This design comes from an exercise in tuning for small area and a short achievable clock period on the open sky130 flow, not from production work.
The RTL was checked by simulation tests, not by an equivalence proof against the original design.

==> job 9471 <==
==> flow/design.v <==
parameter NBITS = 32;          
parameter BYTE = 8;
parameter WORDS = 1 << (NBITS-13);
parameter S_CONTROL = 2;       
parameter ALU_CONTROL = 6;     
parameter B = 4;
parameter C = 9;
parameter MEM = 3;
parameter DP_CTRL = S_CONTROL + ALU_CONTROL + B + C + MEM;
parameter CS_ADDR = 9;
parameter MICROINSTS = 1 << CS_ADDR;
parameter CS_CTRL = DP_CTRL + CS_ADDR;
module datapath (
   input logic clk,
   input logic reset,
   input logic [DP_CTRL-1:0] microinst,
   output logic n,
   output logic z,
   input logic [BYTE-1:0] mem_in,
   output logic [NBITS-1:0] mem_addr,
   output logic [BYTE-1:0] mem_out,
   output logic we);
   logic [1:0] sh;
   logic [5:0] alu;
   logic [8:0] wc;
   logic [2:0] mem;
   logic [3:0] bs;
   assign {sh, alu, wc, mem, bs} = microinst;
   logic [1:0] f;
   logic ena, enb, inva, inc;
   assign {f, ena, enb, inva, inc} = alu;
   logic fetch, rd, wr;
   assign {wr, rd, fetch} = mem;
   logic [31:0] mar, mdr, pc, sp, lv, cpp, tos, opc, h;
   logic [7:0]  mbr;
   logic s_mdr, s_pc, s_mbru, s_mbrs, s_sp, s_lv, s_cpp, s_tos, s_opc;
   assign s_mdr  = enb & (bs == 4'd0);
   assign s_pc   = enb & (bs == 4'd1);
   assign s_mbru = enb & (bs == 4'd2);
   assign s_mbrs = enb & (bs == 4'd3);
   assign s_sp   = enb & (bs == 4'd4);
   assign s_lv   = enb & (bs == 4'd5);
   assign s_cpp  = enb & (bs == 4'd6);
   assign s_tos  = enb & (bs == 4'd7);
   assign s_opc  = enb & (bs == 4'd8);
   logic [31:0] bb, aa;
   assign bb = ({32{s_mdr}} & mdr) | ({32{s_pc}} & pc) | ({32{s_sp}} & sp) |
               ({32{s_lv}} & lv) | ({32{s_cpp}} & cpp) | ({32{s_tos}} & tos) |
               ({32{s_opc}} & opc) |
               {{24{s_mbrs & mbr[7]}}, {8{s_mbru | s_mbrs}} & mbr};
   assign aa = ({32{ena}} & h) ^ {32{inva}};
   logic [31:0] g, p, sum, y;
   assign g = aa & bb;
   assign p = aa ^ bb;
   logic [31:0] G [0:5];
   logic [31:0] P [0:5];
   logic [31:0] D [0:4];
   assign G[0] = {g[30:0], inc};
   assign P[0] = {p[30:0], 1'b0};
   genvar l, i;
   generate for (l = 1; l <= 5; l++) begin : up
      for (i = 0; i < 32; i++) begin : b
         if ((i % (1 << l)) == (1 << l) - 1) begin : node
            assign G[l][i] = G[l-1][i] | (P[l-1][i] & G[l-1][i - (1 << (l-1))]);
            assign P[l][i] = P[l-1][i] & P[l-1][i - (1 << (l-1))];
         end else begin : pass
            assign G[l][i] = G[l-1][i];
            assign P[l][i] = P[l-1][i];
         end
      end
   end endgenerate
   assign D[4] = G[5];
   generate for (l = 4; l >= 1; l--) begin : dn
      for (i = 0; i < 32; i++) begin : b
         if (((i % (1 << l)) == (1 << (l-1)) - 1) && i >= (1 << l)) begin : node
            assign D[l-1][i] = G[l-1][i] | (P[l-1][i] & D[l][i - (1 << (l-1))]);
         end else begin : pass
            assign D[l-1][i] = D[l][i];
         end
      end
   end endgenerate
   assign sum = p ^ D[0];
   logic [31:0] ylog;
   assign ylog = f[1] ? ~bb : (f[0] ? (aa | bb) : g);
   assign y = (f == 2'b11) ? sum : ylog;
   assign n = y[31];
   logic [31:0] kin;
   assign kin = {aa[30:0] | bb[30:0], inc};
   logic z_sum, z_log;
   assign z_sum = &(~(p ^ kin));
   assign z_log = ~|ylog;
   assign z = (f == 2'b11) ? z_sum : z_log;
   logic [31:0] cb;
   assign cb = (sh == 2'b10) ? {y[23:0], 8'd0} :
               (sh == 2'b01) ? {y[31], y[31:1]} : y;
   logic [31:0] cz;
   logic [7:0] mz;
   assign cz = cb & {32{~reset}};
   assign mz = mem_in & {8{~reset}};
   always_ff @(posedge clk) begin
      if (wc[0] | reset) h   <= cz;
      if (wc[1] | reset) opc <= cz;
      if (wc[2] | reset) tos <= cz;
      if (wc[3] | reset) cpp <= cz;
      if (wc[4] | reset) lv  <= cz;
      if (wc[5] | reset) sp  <= cz;
      if (wc[6] | reset) pc  <= cz;
      if (wc[8] | reset) mar <= cz;
      if (fetch | reset) mbr <= mz;
      if ((wc[7] & ~rd) | reset) mdr[31:8] <= cz[31:8];
      if ((wc[7] & ~rd) | reset) mdr[7:0] <= cz[7:0];
      else if (~wc[7] & rd) mdr[7:0] <= mz;
   end
   assign mem_addr = {mar[29:0], 2'b00};
   assign mem_out = mdr[7:0];
   assign we = wr & ~rd;
endmodule
==> flow/flow/run.sh <==
#!/bin/bash
# Layout flow: the standard ORFS flow, with a synthesis script that maps the
# logic with its own ABC script (flow/abc.script) and without Yosys's full-adder
# extraction (flow/synth_pre.tcl), keeping the standard flip-flops and names,
# and with small port buffers. Each tool's output goes to a log here.
set -euo pipefail
here=$(pwd)
{
  echo 'proc synth {args} { yosys synth -nofsm -noshare {*}$args }'
  echo 'proc abc {args} {'
  echo '  set i [lsearch -exact $args -script]'
  echo "  if {\$i >= 0} { set args [lreplace \$args \$i [expr {\$i+1}] -script $here/flow/abc.script] }"
  echo '  yosys abc {*}$args'
  echo '}'
  if [[ -f flow/synth_pre.tcl ]]; then echo "source $here/flow/synth_pre.tcl"; fi
  tail -n +2 synth_recipe.tcl
} > flow_synth.tcl
sed "s#SYNTH_SCRIPT=[^ ]*#SYNTH_SCRIPT=$here/flow_synth.tcl#" standard.sh > flow_standard.sh
export BUFFER_PORTS_ARGS="-buffer_cell sky130_fd_sc_hd__buf_1"
bash flow_standard.sh > flow_make.log 2>&1
==> flow/flow/abc.script <==
strash
dch
map -a
topo
stime -c
==> flow/flow/synth_pre.tcl <==
set ::env(ADDER_MAP_FILE) {}
==> flow/standard.sh <==
#!/bin/bash
# synth_recipe.tcl (not shown) runs the flow's synth.tcl, then flattens the netlist and writes it again
# the make line also repeats each setting of config.mk as NAME=value (left out here)
make -C /OpenROAD-flow-scripts/flow DESIGN_CONFIG=/design/flow/config.mk WORK_HOME=/design/flow/orfs CLKGATE_MAP_FILE= SYNTH_SCRIPT=/design/flow/synth_recipe.tcl "${@:-finish}"
==> flow/config.mk <==
export PLATFORM = sky130hd
export DESIGN_NAME = datapath
export DESIGN_NICKNAME = datapath
export VERILOG_FILES = /design/flow/design.v
export SDC_FILE = /design/flow/constraint.sdc
export NUM_CORES = 4
export LEC_CHECK = 0
export CAP_MARGIN = 20
export CORE_MARGIN = 2
export CORE_UTILIZATION = 50
export CTS_BUF_LIST = sky130_fd_sc_hd__clkbuf_8
export CTS_CLUSTER_SIZE = 30
export GPL_TIMING_DRIVEN = 0
export SETUP_SLACK_MARGIN = 3
export SLEW_MARGIN = 20
==> flow/constraint.sdc <==
create_clock -name core_clock -period 9.0 [get_ports {clk}]
set_input_delay 1.8000 -clock core_clock [delete_from_list [all_inputs] [get_ports {clk}]]
set_output_delay 1.8000 -clock core_clock [all_outputs]
set_load 0.01 [all_outputs]
==> job 2914 (differences from job 9471) <==
--- a/flow/flow/run.sh
+++ b/flow/flow/run.sh
@@ -3,5 +3,7 @@
 # logic with its own ABC script (flow/abc.script) and without Yosys's full-adder
 # extraction (flow/synth_pre.tcl), keeping the standard flip-flops and names,
-# and with small port buffers. Each tool's output goes to a log here.
+# with plain buf_2 port buffers, and with ORFS power recovery (downsizing of
+# gates off the critical paths) after global routing. Each tool's output goes
+# to a log here.
 set -euo pipefail
 here=$(pwd)
@@ -17,4 +19,5 @@
 } > flow_synth.tcl
 sed "s#SYNTH_SCRIPT=[^ ]*#SYNTH_SCRIPT=$here/flow_synth.tcl#" standard.sh > flow_standard.sh
-export BUFFER_PORTS_ARGS="-buffer_cell sky130_fd_sc_hd__buf_1"
-bash flow_standard.sh > flow_make.log 2>&1
+export RECOVER_POWER=50
+export BUFFER_PORTS_ARGS="-buffer_cell sky130_fd_sc_hd__buf_2"
+bash flow_standard.sh "$@" > flow_make.log 2>&1
==> flow/flow/abc.script (replaced) <==
strash
dch
map -B 0.9
topo
stime -c
buffer -c
upsize -c
dnsize -c
--- a/flow/config.mk
+++ b/flow/config.mk
@@ -10,6 +10,8 @@
 export CORE_UTILIZATION = 50
 export CTS_BUF_LIST = sky130_fd_sc_hd__clkbuf_8
-export CTS_CLUSTER_SIZE = 30
+export CTS_CLUSTER_DIAMETER = 60
+export CTS_CLUSTER_SIZE = 12
 export GPL_TIMING_DRIVEN = 0
-export SETUP_SLACK_MARGIN = 3
+export SETUP_SLACK_MARGIN = 4
 export SLEW_MARGIN = 20
+export TNS_END_PERCENT = 0
==> job 8878 (differences from job 9471) <==
==> flow/flow/run.sh (replaced) <==
#!/bin/bash
# Layout flow: the standard ORFS flow (standard.sh, unchanged synthesis),
# with plain buf_2 cells as the port buffers instead of the delay cells
# buffer_ports picks by default, and with ORFS power recovery (downsizing of
# gates off the critical paths) after global routing. make's full output goes
# to flow_make.log here.
set -euo pipefail
export RECOVER_POWER=50
export BUFFER_PORTS_ARGS="-buffer_cell sky130_fd_sc_hd__buf_2"
bash standard.sh "$@" > flow_make.log 2>&1
--- a/flow/config.mk
+++ b/flow/config.mk
@@ -6,10 +6,13 @@
 export NUM_CORES = 4
 export LEC_CHECK = 0
+export ABC_AREA = 1
 export CAP_MARGIN = 20
 export CORE_MARGIN = 2
 export CORE_UTILIZATION = 50
 export CTS_BUF_LIST = sky130_fd_sc_hd__clkbuf_8
-export CTS_CLUSTER_SIZE = 30
+export CTS_CLUSTER_DIAMETER = 60
+export CTS_CLUSTER_SIZE = 12
 export GPL_TIMING_DRIVEN = 0
-export SETUP_SLACK_MARGIN = 3
+export SETUP_SLACK_MARGIN = 4
 export SLEW_MARGIN = 20
+export TNS_END_PERCENT = 0
removed: flow/flow/abc.script
removed: flow/flow/synth_pre.tcl
==> summary of the runs <==
- Job 8878 completed and failed the layout checks on max-capacitance violations, max-slew violations. Job 9471 completed with no timing, DRC or antenna violations. Job 2914 ran to the end with violations: max-capacitance violations, max-slew violations.
- Utilization, lowest first: job 2914, job 8878, job 9471.
- Of job 2914 and job 9471, job 9471 has the higher wire length (gap 1.2%, measured against job 9471).
- In job 9471 the register-to-register slack is lower than in job 8878, by 0.45 ns.
- Between job 8878 and job 2914, the lower via count is in job 2914 (gap 7.2%, measured against job 2914).
- Sequential cell count is the same in job 9471 and job 8878.
- The lowest cell area belongs to job 2914, the highest to job 8878.
- The lowest critical path depth belongs to job 2914, the highest to job 9471.
- Synthesized cell count, lowest first: job 9471, job 2914, job 8878.
- Synthesized area, highest first: job 8878, job 2914, job 9471.

re-timing with driven ports:
Ports are ideal in the flow. The routed layouts listed here were re-timed in OpenROAD.
Step 1, drivers: a clkbuf_16 drives clk and a buf_2 each remaining input, both assumed.
Step 2, shift: input delay + t, output delay - t, t = (earliest + latest rising clock arrival at the registers) / 2. This alone moves slack from input paths to output paths.
a / b / c = ideal / step 1 / step 2; a / b = the first two.
| run | t, ns | slack for setup (ns) | hold WS [ns] | clock arrival spread, ns | worst data-port slew with drivers (ns) |
|---|---|---|---|---|---|
| job 9471 | 0.607 | 1.760 / 1.701 / 1.642 | 1.218 / 1.218 / 1.218 | 0.029 / 0.029 | 0.10 |
| job 2914 | 0.655 | 2.777 / 2.727 / 2.727 | 1.131 / 1.131 / 1.131 | 0.016 / 0.015 | 0.06 |
| job 8878 | 0.634 | 2.784 / 2.720 / 2.349 | 1.276 / 1.276 / 1.276 | 0.018 / 0.018 | 0.07 |
The setup slack of job 8878, which loses most, moves by -0.064 ns with the drivers and by -0.435 ns with both steps.
